Source: an optimization exercise on an open RTL-to-GDS flow (aim: small area). Production flows keep margins and buffers that such runs may drop.
Only the layout flow was run in this run; the RTL was not checked for function there.

### flow/config.mk
export PLATFORM = sky130hd
export DESIGN_NAME = CF_cross
export DESIGN_NICKNAME = CF_cross
export VERILOG_FILES = /design/flow/design.v
export SDC_FILE = /design/flow/constraint.sdc
export NUM_CORES = 4
export LEC_CHECK = 0
export CAP_MARGIN = 20
export CORE_MARGIN = 2
export CORE_UTILIZATION = 40
export SLEW_MARGIN = 20
export SYNTH_HIERARCHICAL = 1
### flow/constraint.sdc
create_clock -name core_clock -period 7.0 [get_ports {s_axis_video_aclk}]
set_input_delay 1.4000 -clock core_clock [delete_from_list [all_inputs] [get_ports {s_axis_video_aclk}]]
set_output_delay 1.4000 -clock core_clock [all_outputs]
set_load 0.01 [all_outputs]
### flow/design.v
`timescale 1ns / 1ps
module CF_cross
  #(
    parameter NPPC = 4,
    parameter DATA_WIDTH = 24,
    parameter POSITION_WIDTH = 12,
    parameter FFT_LENGTH = 64,
    parameter HEIGHT = 2160
    )
   (
    input [NPPC * DATA_WIDTH-1:0]  VIDEO_IN_tdata,
    input 			   VIDEO_IN_tvalid,
    input 			   VIDEO_IN_tuser,
    input 			   VIDEO_IN_tlast,
    output 			   VIDEO_IN_tready,
    input [POSITION_WIDTH - 1 : 0] xStart,
    input [POSITION_WIDTH - 1 : 0] yStart,
    output [NPPC * DATA_WIDTH-1:0] VIDEO_OUT_tdata,
    output 			   VIDEO_OUT_tvalid,
    output 			   VIDEO_OUT_tuser,
    output 			   VIDEO_OUT_tlast,
    input 			   VIDEO_OUT_tready,
    input 			   s_axis_video_aclk,
    input 			   s_axis_video_aresetn
    );
   reg [11:0] xPos;
   reg [11:0] yPos;
   wire [11:0] xNext;
   wire [11:0] yNext;
   always @(posedge s_axis_video_aclk) begin
      xPos <= xNext;
      yPos <= yNext;
   end
   wire acc, nlast, xClr, xInA, xInB, xL0, xL15N, xL8, xPos_c11, xPos_c3, xPos_c4, xPos_c7, xPos_c8, xPos_m23, xPos_m67, xPos_nc1, xPos_nc10, xPos_nc2, xPos_nc5, xPos_nc6, xPos_nc9, xPos_t0, xPos_t1, xPos_t10, xPos_t11, xPos_t2, xPos_t3, xPos_t4, xPos_t5, xPos_t6, xPos_t7, xPos_t8, xPos_t9, xh_D0, xh_D1, xh_D2, xh_D3, xh_D4, xh_D5, xh_nc0, xh_nc1, xh_nc2, xh_nc3, xh_nc4, xh_nc5, xh_nc6, xh_nq4, xh_q1, xh_q2, xh_q3, xh_q5, xh_q6, xh_z23, xl_d0, xl_d1, xl_d2, xl_d3, xl_k1, xl_k2, xl_k3, xl_k4, xl_nb1, xl_nb2, xl_nb3, yClr, yClrN, yInA, yInB, yL0, yL63, yLmidN, yPos_c1, yPos_c11, yPos_c4, yPos_c7, yPos_c8, yPos_m67, yPos_nc10, yPos_nc2, yPos_nc3, yPos_nc5, yPos_nc6, yPos_nc9, yPos_t0, yPos_t1, yPos_t10, yPos_t11, yPos_t2, yPos_t3, yPos_t4, yPos_t5, yPos_t6, yPos_t7, yPos_t8, yPos_t9, yh_D0, yh_D1, yh_D2, yh_D3, yh_D4, yh_D5, yh_nc0, yh_nc1, yh_nc2, yh_nc3, yh_nc4, yh_nc5, yh_nq4, yh_q1, yh_q2, yh_q3, yh_q5, yh_q6, yh_z23, yl_d0, yl_d1, yl_d2, yl_d3, yl_d4, yl_d5, yl_k1, yl_k2, yl_k3, yl_k4, yl_k5, yl_k6, yl_nb1, yl_nb2, yl_nb3, yl_nb4, yl_nb5, ym0, ym1N, ymA, yw1, yw2, yw3;
   CF_cross_and2 u1 (.a(VIDEO_IN_tvalid), .b(VIDEO_OUT_tready), .y(acc));
   CF_cross_nand3 u2 (.a(VIDEO_IN_tvalid), .b(VIDEO_OUT_tready), .c(VIDEO_IN_tlast), .y(nlast));
   CF_cross_nand2 u3 (.a(s_axis_video_aresetn), .b(nlast), .y(xClr));
   CF_cross_xnor2 u4 (.a(xPos[0]), .b(acc), .y(xPos_t0));
   CF_cross_nor2 u5 (.a(xClr), .b(xPos_t0), .y(xNext[0]));
   CF_cross_nand2 u6 (.a(acc), .b(xPos[0]), .y(xPos_nc1));
   CF_cross_nand3 u7 (.a(acc), .b(xPos[0]), .c(xPos[1]), .y(xPos_nc2));
   CF_cross_nor2b u8 (.a(xPos_nc2), .bn(xPos[2]), .y(xPos_c3));
   CF_cross_nand2 u9 (.a(xPos[2]), .b(xPos[3]), .y(xPos_m23));
   CF_cross_nor2 u10 (.a(xPos_nc2), .b(xPos_m23), .y(xPos_c4));
   CF_cross_nand2 u11 (.a(xPos_c4), .b(xPos[4]), .y(xPos_nc5));
   CF_cross_nand3 u12 (.a(xPos_c4), .b(xPos[4]), .c(xPos[5]), .y(xPos_nc6));
   CF_cross_nor2b u13 (.a(xPos_nc6), .bn(xPos[6]), .y(xPos_c7));
   CF_cross_nand2 u14 (.a(xPos[6]), .b(xPos[7]), .y(xPos_m67));
   CF_cross_nor2 u15 (.a(xPos_nc6), .b(xPos_m67), .y(xPos_c8));
   CF_cross_nand2 u16 (.a(xPos_c8), .b(xPos[8]), .y(xPos_nc9));
   CF_cross_nand3 u17 (.a(xPos_c8), .b(xPos[8]), .c(xPos[9]), .y(xPos_nc10));
   CF_cross_nor2b u18 (.a(xPos_nc10), .bn(xPos[10]), .y(xPos_c11));
   CF_cross_xor2 u19 (.a(xPos[1]), .b(xPos_nc1), .y(xPos_t1));
   CF_cross_nor2 u20 (.a(xClr), .b(xPos_t1), .y(xNext[1]));
   CF_cross_xor2 u21 (.a(xPos[2]), .b(xPos_nc2), .y(xPos_t2));
   CF_cross_nor2 u22 (.a(xClr), .b(xPos_t2), .y(xNext[2]));
   CF_cross_xnor2 u23 (.a(xPos[3]), .b(xPos_c3), .y(xPos_t3));
   CF_cross_nor2 u24 (.a(xClr), .b(xPos_t3), .y(xNext[3]));
   CF_cross_xnor2 u25 (.a(xPos[4]), .b(xPos_c4), .y(xPos_t4));
   CF_cross_nor2 u26 (.a(xClr), .b(xPos_t4), .y(xNext[4]));
   CF_cross_xor2 u27 (.a(xPos[5]), .b(xPos_nc5), .y(xPos_t5));
   CF_cross_nor2 u28 (.a(xClr), .b(xPos_t5), .y(xNext[5]));
   CF_cross_xor2 u29 (.a(xPos[6]), .b(xPos_nc6), .y(xPos_t6));
   CF_cross_nor2 u30 (.a(xClr), .b(xPos_t6), .y(xNext[6]));
   CF_cross_xnor2 u31 (.a(xPos[7]), .b(xPos_c7), .y(xPos_t7));
   CF_cross_nor2 u32 (.a(xClr), .b(xPos_t7), .y(xNext[7]));
   CF_cross_xnor2 u33 (.a(xPos[8]), .b(xPos_c8), .y(xPos_t8));
   CF_cross_nor2 u34 (.a(xClr), .b(xPos_t8), .y(xNext[8]));
   CF_cross_xor2 u35 (.a(xPos[9]), .b(xPos_nc9), .y(xPos_t9));
   CF_cross_nor2 u36 (.a(xClr), .b(xPos_t9), .y(xNext[9]));
   CF_cross_xor2 u37 (.a(xPos[10]), .b(xPos_nc10), .y(xPos_t10));
   CF_cross_nor2 u38 (.a(xClr), .b(xPos_t10), .y(xNext[10]));
   CF_cross_xnor2 u39 (.a(xPos[11]), .b(xPos_c11), .y(xPos_t11));
   CF_cross_nor2 u40 (.a(xClr), .b(xPos_t11), .y(xNext[11]));
   CF_cross_xor2 u41 (.a(yPos[0]), .b(nlast), .y(yPos_t0));
   CF_cross_nor2 u42 (.a(yClr), .b(yPos_t0), .y(yNext[0]));
   CF_cross_nor2b u43 (.a(nlast), .bn(yPos[0]), .y(yPos_c1));
   CF_cross_nand2 u44 (.a(yPos_c1), .b(yPos[1]), .y(yPos_nc2));
   CF_cross_nand3 u45 (.a(yPos_c1), .b(yPos[1]), .c(yPos[2]), .y(yPos_nc3));
   CF_cross_nor2b u46 (.a(yPos_nc3), .bn(yPos[3]), .y(yPos_c4));
   CF_cross_nand2 u47 (.a(yPos_c4), .b(yPos[4]), .y(yPos_nc5));
   CF_cross_nand3 u48 (.a(yPos_c4), .b(yPos[4]), .c(yPos[5]), .y(yPos_nc6));
   CF_cross_nor2b u49 (.a(yPos_nc6), .bn(yPos[6]), .y(yPos_c7));
   CF_cross_nand2 u50 (.a(yPos[6]), .b(yPos[7]), .y(yPos_m67));
   CF_cross_nor2 u51 (.a(yPos_nc6), .b(yPos_m67), .y(yPos_c8));
   CF_cross_nand2 u52 (.a(yPos_c8), .b(yPos[8]), .y(yPos_nc9));
   CF_cross_nand3 u53 (.a(yPos_c8), .b(yPos[8]), .c(yPos[9]), .y(yPos_nc10));
   CF_cross_nor2b u54 (.a(yPos_nc10), .bn(yPos[10]), .y(yPos_c11));
   CF_cross_xnor2 u55 (.a(yPos[1]), .b(yPos_c1), .y(yPos_t1));
   CF_cross_nor2 u56 (.a(yClr), .b(yPos_t1), .y(yNext[1]));
   CF_cross_xor2 u57 (.a(yPos[2]), .b(yPos_nc2), .y(yPos_t2));
   CF_cross_nor2 u58 (.a(yClr), .b(yPos_t2), .y(yNext[2]));
   CF_cross_xor2 u59 (.a(yPos[3]), .b(yPos_nc3), .y(yPos_t3));
   CF_cross_nor2 u60 (.a(yClr), .b(yPos_t3), .y(yNext[3]));
   CF_cross_xnor2 u61 (.a(yPos[4]), .b(yPos_c4), .y(yPos_t4));
   CF_cross_nor2 u62 (.a(yClr), .b(yPos_t4), .y(yNext[4]));
   CF_cross_xor2 u63 (.a(yPos[5]), .b(yPos_nc5), .y(yPos_t5));
   CF_cross_nor2 u64 (.a(yClr), .b(yPos_t5), .y(yNext[5]));
   CF_cross_xor2 u65 (.a(yPos[6]), .b(yPos_nc6), .y(yPos_t6));
   CF_cross_nor2 u66 (.a(yClr), .b(yPos_t6), .y(yNext[6]));
   CF_cross_xnor2 u67 (.a(yPos[7]), .b(yPos_c7), .y(yPos_t7));
   CF_cross_nor2 u68 (.a(yClr), .b(yPos_t7), .y(yNext[7]));
   CF_cross_xnor2 u69 (.a(yPos[8]), .b(yPos_c8), .y(yPos_t8));
   CF_cross_nor2 u70 (.a(yClr), .b(yPos_t8), .y(yNext[8]));
   CF_cross_xor2 u71 (.a(yPos[9]), .b(yPos_nc9), .y(yPos_t9));
   CF_cross_nor2 u72 (.a(yClr), .b(yPos_t9), .y(yNext[9]));
   CF_cross_xor2 u73 (.a(yPos[10]), .b(yPos_nc10), .y(yPos_t10));
   CF_cross_nor2 u74 (.a(yClr), .b(yPos_t10), .y(yNext[10]));
   CF_cross_xnor2 u75 (.a(yPos[11]), .b(yPos_c11), .y(yPos_t11));
   CF_cross_nor2 u76 (.a(yClr), .b(yPos_t11), .y(yNext[11]));
   CF_cross_nor4 u77 (.a(yPos[4]), .b(yPos[7]), .c(yPos[8]), .d(yPos[9]), .y(yw1));
   CF_cross_nand4 u78 (.a(yPos[5]), .b(yPos[6]), .c(yPos[11]), .d(yw1), .y(yw2));
   CF_cross_nor2 u79 (.a(yPos[10]), .b(yw2), .y(yw3));
   CF_cross_a21oi u80 (.a1(yw3), .a2(yPos_c4), .b1(VIDEO_IN_tuser), .y(yClrN));
   CF_cross_nand2 u81 (.a(s_axis_video_aresetn), .b(yClrN), .y(yClr));
   CF_cross_xor2 u82 (.a(xPos[0]), .b(xStart[2]), .y(xl_d0));
   CF_cross_nand2b u83 (.an(xPos[0]), .b(xStart[2]), .y(xl_k1));
   CF_cross_inv u84 (.a(xStart[3]), .y(xl_nb1));
   CF_cross_fa u85 (.a(xPos[1]), .b(xl_nb1), .ci(xl_k1), .s(xl_d1), .co(xl_k2));
   CF_cross_inv u86 (.a(xStart[4]), .y(xl_nb2));
   CF_cross_fa u87 (.a(xPos[2]), .b(xl_nb2), .ci(xl_k2), .s(xl_d2), .co(xl_k3));
   CF_cross_inv u88 (.a(xStart[5]), .y(xl_nb3));
   CF_cross_fa u89 (.a(xPos[3]), .b(xl_nb3), .ci(xl_k3), .s(xl_d3), .co(xl_k4));
   CF_cross_nor2 u90 (.a(xl_k4), .b(xPos[4]), .y(xh_q1));
   CF_cross_nor3 u91 (.a(xl_k4), .b(xPos[4]), .c(xPos[5]), .y(xh_q2));
   CF_cross_nor4 u92 (.a(xl_k4), .b(xPos[4]), .c(xPos[5]), .d(xPos[6]), .y(xh_q3));
   CF_cross_nor2 u93 (.a(xPos[6]), .b(xPos[7]), .y(xh_z23));
   CF_cross_nand2 u94 (.a(xh_q2), .b(xh_z23), .y(xh_nq4));
   CF_cross_nor2 u95 (.a(xh_nq4), .b(xPos[8]), .y(xh_q5));
   CF_cross_nor3 u96 (.a(xh_nq4), .b(xPos[8]), .c(xPos[9]), .y(xh_q6));
   CF_cross_xor2 u97 (.a(xPos[4]), .b(xStart[6]), .y(xh_D0));
   CF_cross_xnor2 u98 (.a(xh_D0), .b(xl_k4), .y(xh_nc0));
   CF_cross_xor2 u99 (.a(xPos[5]), .b(xStart[7]), .y(xh_D1));
   CF_cross_xor2 u100 (.a(xh_D1), .b(xh_q1), .y(xh_nc1));
   CF_cross_xor2 u101 (.a(xPos[6]), .b(xStart[8]), .y(xh_D2));
   CF_cross_xor2 u102 (.a(xh_D2), .b(xh_q2), .y(xh_nc2));
   CF_cross_xor2 u103 (.a(xPos[7]), .b(xStart[9]), .y(xh_D3));
   CF_cross_xor2 u104 (.a(xh_D3), .b(xh_q3), .y(xh_nc3));
   CF_cross_xor2 u105 (.a(xPos[8]), .b(xStart[10]), .y(xh_D4));
   CF_cross_xnor2 u106 (.a(xh_D4), .b(xh_nq4), .y(xh_nc4));
   CF_cross_xor2 u107 (.a(xPos[9]), .b(xStart[11]), .y(xh_D5));
   CF_cross_xor2 u108 (.a(xh_D5), .b(xh_q5), .y(xh_nc5));
   CF_cross_xor2 u109 (.a(xPos[10]), .b(xh_q6), .y(xh_nc6));
   CF_cross_nor4 u110 (.a(xh_nc0), .b(xh_nc1), .c(xh_nc2), .d(xh_nc3), .y(xInA));
   CF_cross_nor4 u111 (.a(xh_nc4), .b(xh_nc5), .c(xh_nc6), .d(xPos[11]), .y(xInB));
   CF_cross_nor4 u112 (.a(xl_d0), .b(xl_d1), .c(xl_d2), .d(xl_d3), .y(xL0));
   CF_cross_nor4b u113 (.a(xl_d0), .b(xl_d1), .c(xl_d2), .dn(xl_d3), .y(xL8));
   CF_cross_nand4 u114 (.a(xl_d0), .b(xl_d1), .c(xl_d2), .d(xl_d3), .y(xL15N));
   CF_cross_xor2 u115 (.a(yPos[0]), .b(yStart[0]), .y(yl_d0));
   CF_cross_nand2b u116 (.an(yPos[0]), .b(yStart[0]), .y(yl_k1));
   CF_cross_inv u117 (.a(yStart[1]), .y(yl_nb1));
   CF_cross_fa u118 (.a(yPos[1]), .b(yl_nb1), .ci(yl_k1), .s(yl_d1), .co(yl_k2));
   CF_cross_inv u119 (.a(yStart[2]), .y(yl_nb2));
   CF_cross_fa u120 (.a(yPos[2]), .b(yl_nb2), .ci(yl_k2), .s(yl_d2), .co(yl_k3));
   CF_cross_inv u121 (.a(yStart[3]), .y(yl_nb3));
   CF_cross_fa u122 (.a(yPos[3]), .b(yl_nb3), .ci(yl_k3), .s(yl_d3), .co(yl_k4));
   CF_cross_inv u123 (.a(yStart[4]), .y(yl_nb4));
   CF_cross_fa u124 (.a(yPos[4]), .b(yl_nb4), .ci(yl_k4), .s(yl_d4), .co(yl_k5));
   CF_cross_inv u125 (.a(yStart[5]), .y(yl_nb5));
   CF_cross_fa u126 (.a(yPos[5]), .b(yl_nb5), .ci(yl_k5), .s(yl_d5), .co(yl_k6));
   CF_cross_nor2 u127 (.a(yl_k6), .b(yPos[6]), .y(yh_q1));
   CF_cross_nor3 u128 (.a(yl_k6), .b(yPos[6]), .c(yPos[7]), .y(yh_q2));
   CF_cross_nor4 u129 (.a(yl_k6), .b(yPos[6]), .c(yPos[7]), .d(yPos[8]), .y(yh_q3));
   CF_cross_nor2 u130 (.a(yPos[8]), .b(yPos[9]), .y(yh_z23));
   CF_cross_nand2 u131 (.a(yh_q2), .b(yh_z23), .y(yh_nq4));
   CF_cross_nor2 u132 (.a(yh_nq4), .b(yPos[10]), .y(yh_q5));
   CF_cross_nor3 u133 (.a(yh_nq4), .b(yPos[10]), .c(yPos[11]), .y(yh_q6));
   CF_cross_xor2 u134 (.a(yPos[6]), .b(yStart[6]), .y(yh_D0));
   CF_cross_xnor2 u135 (.a(yh_D0), .b(yl_k6), .y(yh_nc0));
   CF_cross_xor2 u136 (.a(yPos[7]), .b(yStart[7]), .y(yh_D1));
   CF_cross_xor2 u137 (.a(yh_D1), .b(yh_q1), .y(yh_nc1));
   CF_cross_xor2 u138 (.a(yPos[8]), .b(yStart[8]), .y(yh_D2));
   CF_cross_xor2 u139 (.a(yh_D2), .b(yh_q2), .y(yh_nc2));
   CF_cross_xor2 u140 (.a(yPos[9]), .b(yStart[9]), .y(yh_D3));
   CF_cross_xor2 u141 (.a(yh_D3), .b(yh_q3), .y(yh_nc3));
   CF_cross_xor2 u142 (.a(yPos[10]), .b(yStart[10]), .y(yh_D4));
   CF_cross_xnor2 u143 (.a(yh_D4), .b(yh_nq4), .y(yh_nc4));
   CF_cross_xor2 u144 (.a(yPos[11]), .b(yStart[11]), .y(yh_D5));
   CF_cross_xor2 u145 (.a(yh_D5), .b(yh_q5), .y(yh_nc5));
   CF_cross_nor4 u146 (.a(yh_nc0), .b(yh_nc1), .c(yh_nc2), .d(yh_nc3), .y(yInA));
   CF_cross_nor3 u147 (.a(yh_nc4), .b(yh_nc5), .c(yh_q6), .y(yInB));
   CF_cross_nor4 u148 (.a(yl_d1), .b(yl_d2), .c(yl_d3), .d(yl_d4), .y(ym0));
   CF_cross_nand4 u149 (.a(yl_d1), .b(yl_d2), .c(yl_d3), .d(yl_d4), .y(ym1N));
   CF_cross_nor3b u150 (.a(yl_d0), .b(yl_d5), .cn(ym0), .y(yL0));
   CF_cross_and3b u151 (.an(ym1N), .b(yl_d0), .c(yl_d5), .y(yL63));
   CF_cross_nor2 u152 (.a(yl_d5), .b(ym1N), .y(ymA));
   CF_cross_a21oi u153 (.a1(yl_d5), .a2(ym0), .b1(ymA), .y(yLmidN));
   wire       xIn = xInA & xInB;
   wire       yIn = yInA & yInB;
   wire       allRed = (xIn & xL8) | (yIn & ~yLmidN) | (xIn & yIn & (yL0 | yL63));
   wire       red0 = allRed | (xIn & yIn & xL0);
   wire       red3 = allRed | (xIn & yIn & ~xL15N);
   CF_cross_paint p0 (.px(VIDEO_IN_tdata[23:0]),  .red(red0),   .out(VIDEO_OUT_tdata[23:0]));
   CF_cross_paint p1 (.px(VIDEO_IN_tdata[47:24]), .red(allRed), .out(VIDEO_OUT_tdata[47:24]));
   CF_cross_paint p2 (.px(VIDEO_IN_tdata[71:48]), .red(allRed), .out(VIDEO_OUT_tdata[71:48]));
   CF_cross_paint p3 (.px(VIDEO_IN_tdata[95:72]), .red(red3),   .out(VIDEO_OUT_tdata[95:72]));
   assign VIDEO_OUT_tvalid = VIDEO_IN_tvalid;
   assign VIDEO_OUT_tuser = VIDEO_IN_tuser;
   assign VIDEO_OUT_tlast = VIDEO_IN_tlast;
   assign VIDEO_IN_tready = VIDEO_OUT_tready;
endmodule
module CF_cross_paint
  (
   input [23:0]  px,
   input 	 red,
   output [23:0] out
   );
   assign out = red ? 24'hff0000 : px;
endmodule
module CF_cross_a21oi (input a1, input a2, input b1, output y);
   assign y = ~((a1 & a2) | b1);
endmodule
module CF_cross_and2 (input a, input b, output y);
   assign y = a & b;
endmodule
module CF_cross_and3b (input an, input b, input c, output y);
   assign y = ~an & b & c;
endmodule
module CF_cross_fa (input a, input b, input ci, output s, output co);
   assign {co, s} = a + b + ci;
endmodule
module CF_cross_inv (input a, output y);
   assign y = ~a;
endmodule
module CF_cross_nand2 (input a, input b, output y);
   assign y = ~(a & b);
endmodule
module CF_cross_nand2b (input an, input b, output y);
   assign y = an | ~b;
endmodule
module CF_cross_nand3 (input a, input b, input c, output y);
   assign y = ~(a & b & c);
endmodule
module CF_cross_nand4 (input a, input b, input c, input d, output y);
   assign y = ~(a & b & c & d);
endmodule
module CF_cross_nor2 (input a, input b, output y);
   assign y = ~(a | b);
endmodule
module CF_cross_nor2b (input a, input bn, output y);
   assign y = ~a & bn;
endmodule
module CF_cross_nor3 (input a, input b, input c, output y);
   assign y = ~(a | b | c);
endmodule
module CF_cross_nor3b (input a, input b, input cn, output y);
   assign y = ~a & ~b & cn;
endmodule
module CF_cross_nor4 (input a, input b, input c, input d, output y);
   assign y = ~(a | b | c | d);
endmodule
module CF_cross_nor4b (input a, input b, input c, input dn, output y);
   assign y = ~a & ~b & ~c & dn;
endmodule
module CF_cross_xnor2 (input a, input b, output y);
   assign y = ~(a ^ b);
endmodule
module CF_cross_xor2 (input a, input b, output y);
   assign y = a ^ b;
endmodule
### flow/flow/run.sh
#!/bin/bash
# Standard ORFS layout (the standard.sh), with the port buffers that buffer_ports inserts
# made from the smallest buffer cell instead of its default choice.
set -euo pipefail
bash standard.sh "BUFFER_PORTS_ARGS=-buffer_cell sky130_fd_sc_hd__buf_1" finish > standard_flow.log 2>&1
### flow/standard.sh
#!/bin/bash
# synth_recipe.tcl (not shown) runs the flow's synth.tcl, then flattens the netlist and writes it again
# the make line also repeats each setting of config.mk as NAME=value (left out here)
make -C /OpenROAD-flow-scripts/flow DESIGN_CONFIG=/design/flow/config.mk WORK_HOME=/design/flow/orfs CLKGATE_MAP_FILE= SYNTH_SCRIPT=/design/flow/synth_recipe.tcl "${@:-finish}"
==> out/metrics.yaml <==
antenna_found_initial: 1
stdcell_area_mm2: 0.00341
timing.rr.start: "yPos[0]"
path_max_fanout: 24
numPlacedInstances: 583
grt.busiest_layer: "met2"
power_frac_seq_pct: 40.3
grt_pass1_wl_um: 11000
cts_max_path_buffers: 2
crit_path_end_kind: "primary output"
grt_max_degree: 49
cts_tree: "yes"
crit_type: "input port to primary output"
synth.largest_area_cell: "dfxtp_1"
cts_hold_buf: 0
cts_buffers: 3
tightest_slew_ns: 0.443
rows: 28
io_pins: 226
area_growth_pct: 40.0
hold_path_startpoint: "xPos[11]"
clk_pin_slew_ns: 0.09
crit_required_ns: 5.60
p_switching_mw: 0.113
hold_viol: 0
core_area_mm2: 0.00589
track_usage_pct: 21.7
utilization_pct: 57.9
avgViaCountPerCell: 4.59
root_buffer: "clkbuf_8"
synth_cell_types: 28
first_pass_iters: 4
hold_path_class: "register to register"
crit_start: "yStart[0]"
die_w_um: 82.0
clock_sinks: 24
maxCapViolations: 0
gp_congestion: 0.856
use_met1_pct: 30.7
finalSetupViolations: 0
dpl_cell_area_mm2: 0.00334
yosysMostFrequentCell: "nor2b_1"
port-buffer-count: 223
clock.fmax_mhz: 146
dp_slack_ns: 0.108
fp.dieH_um: 82.0
dr.first_iter.drc_count: 92
netlist_area_mm2: 0.00243
layout-drive-gt1-share_pct: 6.45
antenna_left: 0
grt_use_met3_pct: 4.40
postCtsSetupRepairBufs: 0
final_cells: 588
layout_worst_path_cycle_share_pct: 97.7
dp_hpwl_um: 6910
synth_top_area_share_pct: 19.7
finalWirelength_um: 8290
total_power_mw: 0.343
period_needed_ns: 6.84
maxSlewViolCount: 0
synth_nets: 428
synth_area_leaders: "dfxtp_1 20%, nor2b_1 15%, xor2_1 13%, or2_1 8.2%, fa_1 6.6%"
yosysWarnings: 7
cp-start-kind: "input port"
leakagePower_nw: 1.18
grt_overflow: 0
clock_skew_ns: 0.00219
dieArea_mm2: 0.00673
irDropWorstVdd_uv: 84.6
synth-edff-count: 0
synth-seq-cells: 24
grt_pass1_vias: 2208
combPwrFrac_pct: 35.9
slew_headroom_pct: 70.4
insertion_delay_ns: 0.26
syn-mean-instance-area_um2: 8.28
ys.flop_type: "dfxtp_1"
nets: 648
synthArstFlopShare_pct: 0
wl_per_cell_um: 14.1
outcome: "timing/DRC/antenna clean"
ys_seq_area_share_pct: 19.7
syn-instance-count: 294
power_density_mw_per_mm2: 101
drc: 0
use_met2_pct: 35.0
p_int_mw: 0.230
post_cts_resize_count: 0
num_vias: 2697
initial_core_util_pct: 41.4
rsz0062_at_grt: "yes"
clkPwrFrac_pct: 23.8
layout_setup_ws_ns: 0.159
synth_common_cells: "60 x nor2b_1, 36 x nor2_1, 36 x xor2_1, 32 x or2_1, 24 x dfxtp_1"
switching_share_pct: 32.9
htreeDepth: 1
cp_data_arrival_time_ns: 5.44
n_fill_cell: 588
[metal layers]
layer | wire length [µm] | vias to the layer above
met2 | 3760 | 108
li1 | - | 1357
met4 | 19 | 0
met1 | 3710 | 1230
met3 | 797 | 2
met5 | 0 | -
[worst paths after layout]
check | cells after the start | end | slack [ns]
setup / recovery | 17 | VIDEO_OUT_tdata[0] | 0.16
hold reg to reg | 2 | xPos[11] | 0.55
hold / removal | 2 | xPos[11] | 0.55
setup reg to reg | 9 | yPos[11] | 4.90
[layout make-up]
class	instances	area [µm²]	area share (%)
flip-flops and latches	24	480	14.1
well taps	75	93.8	2.75
inverters	8	30.0	0.881
clock buffers	3	41.3	1.21
multi-input cells	250	1850	54.2
repair buffers	227	913	26.8
diodes	1	2.50	0.0734
[sequential cells by signal, summed over array words and instances, names as in the netlist]
name / cells
xPos: 12
yPos: 12
[cells in the final DEF, fill, tap and decap left out, drive strengths merged, types with 3 or more instances in the layout]
master / n
dfxtp: 24
o221ai: 3
nand4: 4
nor3: 6
and2b: 4
or2: 32
xnor2: 15
nor4: 8
nand3: 8
nand2: 14
clkbuf: 4
nor2b: 67
xor2: 36
buf: 226
nor2: 36
inv: 8
fa: 8
[worst max-delay path: stages]
cell	delay, ns
buf_1	0.11
nand2b_1	0.08
fa_1	0.38
fa_1	0.39
fa_1	0.39
fa_1	0.39
fa_1	0.46
nor3_2	0.23
nand2_1	0.15
nor2_1	0.14
xor2_1	0.09
nor3_2	0.23
nand4_2	0.16
o221ai_1	0.32
buf_12	0.20
and2b_1	0.19
buf_1	0.12
[power groups by stage]
stage / clock [mW] / sequential, mW / combinational [mW]
5_1_grt: 0.0904 / 0.138 / 0.134
3_5_place_dp: 0 / 0.141 / 0.121
4_1_cts: 0.0845 / 0.138 / 0.123
6_report: 0.0815 / 0.138 / 0.123
2_1_floorplan: 0 / 0.141 / 0.0676
3_3_place_gp: 0 / 0.141 / 0.121
[metrics by stage]
| stage | TNS [ns] | hold WS (ns) |
|---|---|---|
| final | 0 | 0.551 |
| after global placement | 0 | 0.532 |
| after CTS | 0 | 0.564 |
| after global routing | -0.00171 | 0.593 |
| after detailed placement | 0 | 0.548 |
| after floorplan | 0 | 0.511 |
[kinds of logic (layout without fill, tap and decap cells)]
family,count (synthesis),count (layout),share of synthesized area (%)
compound gates,5,5,1.80
simple gates,186,186,48.4
flops,24,24,19.7
buf+inv,20,238,5.14
other cells,0,1,0
fa+ha+maj,8,8,6.58
xor+xnor,51,51,18.3
[modules after synthesis, one instance, submodules excluded, a selection]
module | area [µm²] | cells | flip-flops and latches | copies in the design
CF_cross_nand4 | 6.26 | 1 | 0 | 3
CF_cross_xnor2 | 8.76 | 1 | 0 | 15
CF_cross_nor2 | 3.75 | 1 | 0 | 35
CF_cross_a21oi | 8.76 | 1 | 0 | 2
CF_cross_nor3 | 10.0 | 1 | 0 | 5
CF_cross_xor2 | 8.76 | 1 | 0 | 36
CF_cross_nor4b | 15.0 | 1 | 0 | 1

## what the ideal ports hide
How much do the figures lean on ideal ports? The routed layout below was timed once more, with nothing changed but the port constraints. Step 1 assumes that a clkbuf_16 drives the clock port and a buf_2 every other input. Step 2 moves the port delays by t, midway between the first and last clock arrival at a register: inputs arrive t later, outputs are due t later. That takes back most of the time a late clock gives input paths. Slacks: ideal ports / drivers / drivers and shift; pairs: ideal ports / drivers.
shift t [ns]: 0.282
setup slack, ns: 0.159 / 0.115 / 0.115
hold slack, ns: 0.551 / 0.551 / 0.551
slew at the worst register clock pin (ns): 0.09 / 0.09
After both steps this run still meets setup and hold. For this run, drivers alone change the setup slack by -0.044 ns; drivers and shift together by -0.044 ns.
